This is an optimization exercise on Yosys and OpenROAD, whose aim is small area, not a production implementation. Function was checked by simulation only, so behaviour that the tests miss may differ from the original. Power and IR drop assume default switching activity.

===== design.v =====
module uart (
    input clk, rst, tx_send, rx, rx_flag_clr,
    input [7:0] Tx_Data,
    output tx_output_serial,
    output [7:0] Rx_Data,
    output parity_error, rx_flag
);
localparam [2:0] D_INI  = 3'b000;
localparam [2:0] D_SHOT = 3'b001;
localparam [2:0] D_OFF1 = 3'b100;
localparam [2:0] D_SW1  = 3'b010;
localparam [2:0] D_OFF2 = 3'b110;
reg  [2:0]  ds;         
reg  [12:0] lo_q;       
reg  [8:0]  t_hi;       
reg  [7:0]  t_data;     
wire [12:0] lo = lo_q ^ 13'd2730;
wire counting = ds[2];                                    
wire lo_wrap  = (((lo ^ 13'd4511) & 13'd7671) == 13'd0);                              
wire lockout_done = &(t_hi | ~9'd287) & (((lo ^ 13'd2721) & 13'd7663) == 13'd0);
wire lo_clr   = ~counting | lo_wrap;
always @(posedge rst or posedge clk)
    if (rst)
        ds <= D_INI;
    else begin
        ds[0] <= ~ds[2] & ~ds[1] & ~ds[0] & tx_send;
        ds[1] <= (ds[2] & ~ds[1] & lockout_done) | (ds[2] & ds[1] & ~lockout_done) |
                 (~ds[2] & ds[1]);
        ds[2] <= ds[0] | (ds[2] & ~lockout_done) | (~ds[2] & ds[1] & ~tx_send);
    end
always @(posedge clk)
    lo_q <= (lo_clr ? 13'd0 : {lo[11:0], ~(lo[9] ^ lo[12])}) ^ 13'd2730;
always @(posedge clk)
    if (~counting)
        t_hi <= 9'd0;
    else if (lo_wrap)
        t_hi <= t_hi + 1'b1;
always @(posedge clk)
    if (ds[0])
        t_data <= Tx_Data;
wire [7:0] low_bits = {t_data[6:0], 1'b0};
wire low_bit  = low_bits[t_hi[2:0]];
wire high_bit = (t_hi[2] | t_hi[1]) | (t_hi[0] ? ^Tx_Data : t_data[7]);
wire tx_bit   = t_hi[3] ? high_bit : low_bit;
wire in_frame = ds[2] & ~ds[1] & ~(|t_hi[8:4]);
assign tx_output_serial = ~in_frame | tx_bit;
localparam [1:0] R_IDLE = 2'b00;
localparam [1:0] R_RUN  = 2'b10;
localparam [1:0] R_STOP = 2'b11;
localparam [1:0] R_CLR  = 2'b01;
reg  [1:0]  rs;         
reg  [11:0] h_q;        
reg  [4:0]  m_q;        
reg         r_t;        
reg  [8:0]  r_sr;       
wire [11:0] h = h_q ^ 12'd2730;
wire [4:0]  m = m_q ^ 5'd10;
wire r_active = rs[1];
wire h_wrap   = (((h ^ 12'd1425) & 12'd4091) == 12'd0);                           
wire to_stop  = (((m ^ 5'd20) & 5'd19) == 5'd0) & (((h ^ 12'd1897) & 12'd3515) == 12'd0);    
wire to_clr   = (((m ^ 5'd17) & 5'd30) == 5'd0) & (((h ^ 12'd948) & 12'd3805) == 12'd0);      
wire sample   = h_wrap & r_t & (rs[1] & ~rs[0]) & (|(m & 5'd7));
wire h_clr    = ~r_active | h_wrap;
always @(posedge rst or posedge clk)
    if (rst)
        rs <= R_IDLE;
    else begin
        rs[1] <= (rs[1] & ~(rs[0] & to_clr)) | (~rs[1] & ~rs[0] & ~rx);
        rs[0] <= (rs[1] & (rs[0] | to_stop)) | (~rs[1] & rs[0] & ~rx_flag_clr);
    end
always @(posedge clk)
    h_q <= (h_clr ? 12'd0 : {h[10:0], ~(h[10] ^ h[11])}) ^ 12'd2730;
always @(posedge clk)
    if (~r_active)
        m_q <= 5'd10;
    else if (h_wrap)
        m_q <= {m[3:0], ~(m[1] ^ m[4])} ^ 5'd10;
always @(posedge rst or posedge clk)
    if (rst)
        r_t <= 1'b0;
    else if (r_active & h_wrap)
        r_t <= ~r_t;
always @(posedge rst or posedge clk)
    if (rst)
        r_sr <= 9'd0;
    else if (sample)
        r_sr <= {rx, r_sr[8:1]};
assign Rx_Data      = r_sr[7:0];
assign parity_error = ^r_sr;
assign rx_flag      = rs[0];
endmodule

===== flow/run.sh =====
#!/bin/bash
# The standard layout (the standard.sh: standard synthesis, ORFS flow), with two changes:
# - the port buffers are the smallest buffer, sky130_fd_sc_hd__buf_1, not clkdlybuf4s50_1;
# - clock tree synthesis uses sky130_fd_sc_hd__clkbuf_4 and inserts no dummy loads.
# make's full output goes to flow_make.log in this folder; ORFS's own per-step logs stay
# under orfs/logs/.
set -euo pipefail
export BUFFER_PORTS_ARGS="-buffer_cell sky130_fd_sc_hd__buf_1"
export CTS_ARGS="-sink_clustering_enable -repair_clock_nets -dont_use_dummy_load -buf_list sky130_fd_sc_hd__clkbuf_4"
bash standard.sh > flow_make.log 2>&1

===== standard.sh =====
#!/bin/bash
# synth_recipe.tcl (not shown) runs the flow's synth.tcl, then flattens the netlist and writes it again
# the make line also repeats each setting of config.mk as NAME=value (left out here)
make -C /OpenROAD-flow-scripts/flow DESIGN_CONFIG=/design/flow/config.mk WORK_HOME=/design/flow/orfs CLKGATE_MAP_FILE= SYNTH_SCRIPT=/design/flow/synth_recipe.tcl "${@:-finish}"

===== config.mk =====
export PLATFORM = sky130hd
export DESIGN_NAME = uart
export DESIGN_NICKNAME = uart
export VERILOG_FILES = /design/flow/design.v
export SDC_FILE = /design/flow/constraint.sdc
export NUM_CORES = 4
export LEC_CHECK = 0
export CAP_MARGIN = 20
export CORE_MARGIN = 2
export CORE_UTILIZATION = 40
export SLEW_MARGIN = 20

===== constraint.sdc =====
create_clock -name core_clock -period 20.0 [get_ports {clk}]
set_input_delay 4.0000 -clock core_clock [delete_from_list [all_inputs] [get_ports {clk}]]
set_output_delay 4.0000 -clock core_clock [all_outputs]
set_load 0.01 [all_outputs]

==> flow_summary.ini <==
[drt]
postRouteWirelength_microns = 4000
drt_first_pass_iters = 4
viasPerCell = 4.93
antenna_left = 0
drc = 0
dr.first_iter.drc_count = 46
wl_per_cell_microns = 12.9
num_vias = 1533

[placed_design]
place_area_sq_um = 2590
gp_congestion = 0.791
port_buffers = 23
post-place-ws_ns = 10.85
dp.final_hpwl_microns = 2800

[global_routing]
grt_pass1_wl_microns = 7320
grt_max_degree = 19
antenna_found_initial = 0
grt_pass1_vias = 1615
grt_overflow_total = 0
grtUsageTotal_pct = 13.3

[timing]
slew_viol_final = 0
tightestPinTransition_ns = 0.561
setup_violations = 0
fin_crit_sh_pct = 45.6
clock_skew_ns = 0.0152
rsz0062_at_grt = no
slew_headroom_pct = 62.6
max_freq_mhz = 110
finalSetupTns_ns = 0
finalWorstSetupSlack_ns = 10.87
fin_crit_ns = 9.13
hold_viol_final = 0

[yosys]
synth_fp_nets = 232
synth_top_area_cell = dfxtp_1
synthAdderAreaFrac_pct = 0.500
synth_flop_cell = dfxtp_1
synth_edf_count = 8
synth_simple_gate_area_share_pct = 20.8
async_flop_share_pct = 24.2
synth_top_family_by_area = simple AND/OR/NAND/NOR gates
syn_inst = 218
synth_warnings = 1
netlist.area_leader.share_pct = 31.2
ys_ff_latch = 62
synth_area_sq_um = 2500
netlist_top_cells_area = dfxtp_1 31%, dfrtp_1 15%, edfxtp_1 9.6%
synth_compound_area_share_pct = 3.20
yosys.area_share.xor_xnor_pct = 9.80
postSynthAreaPerCell_sq_um = 11.5
ys_seq_area_share_pct = 55.8
ys_types = 44
muxShareOfSynthArea_pct = 5.80

[setup_path]
crit_path_end_kind = output port
r2r_start = lo_q[6]$_SDFF_PP0_
arrival_ns = 5.13
critPathRequiredTime_ns = 16.00
crit_type = in2out
startpoint = Tx_Data[7]
crit_path_start_kind = input port
cp_max_fo = 2

[floorplan]
ioPinCount = 24
die_y_microns = 83.1
die_x_microns = 83.1
dieArea_sq_um = 6910
initial_utilization_pct = 41.8
num_rows = 28
fp.coreArea_sq_um = 5990

[final_layout]
nNetsFinal = 252
syn_to_final_growth_pct = 6.20
seqCellArea_sq_um = 1400
drive_above_1_share_pct = 11.4
final_cell_mix = 39 x dfxtp_1, 23 x buf_1, 22 x xnor2_1, 21 x nand2_1, 15 x dfrtp_1
nFillCells = 561
layout_commonest_cell = dfxtp_1
final_cell_area_sq_um = 2660
final_util_pct = 44.4
diodes = 0
multi_input_area_sq_um = 1000

[cts]
path_clk_slew_ns = 0.08
post_cts_buffers = 0
clock-root-buffer = clkbuf_4
numCtsBuffers = 9
ctsHoldBuffers = 0
tritoncts = done
clockBufferDepth = 2
ctsResizeCount = 0
h-tree-depth = 3
clk-insertion-delay-late_ns = 0.38
clock-sinks = 62

[power_and_ir_drop]
leakagePower_nw = 1.11
power.density_nw_per_um2 = 92.7
ir_drop_uv = 71.9

[hold_path]
worst_hold_path_type = reg2reg
hp-start = lo_q[0]$_SDFF_PP0_

[outcome]
status = timing/DRC/antenna clean

[job]
cap_violations = 0
==> area by class of cell <==
cell class | instances | area share, %
sequential | 62 | 52.5
multi-input combinational | 139 | 37.7
tap | 75 | 3.53
timing repair buffer | 23 | 3.25
clock buffer | 9 | 2.54
inverter | 3 | 0.424
==> state kept, by name, indices dropped and copies added, names as in the netlist <==
| name | cells |
|---|---|
| r_t | 1 |
| lo_q | 13 |
| m_q | 5 |
| rs | 2 |
| t_data | 8 |
| t_hi | 9 |
| h_q | 12 |
| r_sr | 9 |
| ds | 3 |
==> final timing paths <==
check                                       endpoint  slack [ns]  cells after the start
min in group asynchronous            rs[1]$_DFF_PP0_        3.62                      2
worst min register to register       lo_q[1]$_DFF_P_        0.39                      1
worst min-delay path                 lo_q[1]$_DFF_P_        0.39                      1
worst max register to register  t_hi[8]$_SDFFE_PN0N_       18.12                      5
max in group asynchronous            ds[2]$_DFF_PP0_       15.99                      2
worst max-delay path                tx_output_serial       10.87                      7
==> through the flow <==
step           std cells  total power, mW  hold WS [ns]
2_1_floorplan        218            0.183         0.353
3_3_place_gp         302            0.192         0.364
3_5_place_dp         302            0.192         0.370
4_1_cts              311            0.251         0.392
5_1_grt              311            0.262         0.405
6_report             311            0.246         0.390
==> worst max-delay path, cell delays in order <==
cell and delay (ns):
buf_1 0.09, xor2_1 0.17, xnor2_1 0.21, xnor2_1 0.14
nor4_1 0.07, o31ai_1 0.26, buf_1 0.18
==> cells by family (layout without fill, tap and decap cells) <==
| logic type | Yosys count | after routing |
|---|---|---|
| AND/OR/NAND/NOR | 85 | 85 |
| flip-flops | 62 | 62 |
| XOR/XNOR | 28 | 28 |
| buffers and inverters | 17 | 35 |
| AO/OA/AOI/OAI | 13 | 13 |
| multiplexers | 12 | 12 |
| adder cells (fa/ha/maj) | 1 | 1 |
==> layer usage <==
layer / up-vias / global-route usage, % / wire, microns
met4: 0 / 4.17 / 40
met1: 727 / 16.3 / 1900
met3: 4 / 6.26 / 182
met2: 25 / 20.8 / 1880
li1: 777 / - / -
met5: - / 0 / 0
==> power breakdown <==
| group | switching, mW | total [mW] | internal [mW] |
|---|---|---|---|
| clock network | 0.0368 | 0.0577 | 0.0209 |
| logic | 0.0116 | 0.0253 | 0.0137 |
| registers | 0.0152 | 0.163 | 0.148 |
| total | 0.0637 | 0.246 | 0.183 |
==> cells in the mapped netlist (all sizes together) (3+ instances only) <==
| library cell | n |
|---|---|
| nand3 | 6 |
| and2 | 8 |
| clkbuf | 3 |
| mux2 | 10 |
| nand2 | 21 |
| a21oi | 4 |
| edfxtp | 8 |
| dfxtp | 39 |
| buf | 11 |
| nor4 | 5 |
| nand2b | 4 |
| nor2 | 11 |
| inv | 3 |
| o21ai | 4 |
| xnor2 | 22 |
| nor2b | 9 |
| xor2 | 6 |
| dfrtp | 15 |
| nand4 | 4 |

## re-timing with driven ports
Ports are ideal in the flow. The routed layout listed here was re-timed in OpenROAD.
Step 1 sets driving cells, clkbuf_16 on the clock port and buf_2 on the other inputs (assumed; they add their load-dependent delay and slew).
Step 2 moves the port delays by t, midway between the first and last clock arrival at a register: inputs arrive t later, outputs are due t later. That takes back most of the time a late clock gives input paths.
Slacks: ideal / step 1 / step 2; pairs: ideal / step 1.
t (ns): 0.400
setup WS [ns]: 10.874 / 10.851 / 10.851
worst setup path at the end: input to output
cell pins on the clock port's net: 1
After both steps this run still meets setup and hold. The setup slack of this run moves by -0.023 ns with the drivers and by -0.023 ns with both steps.
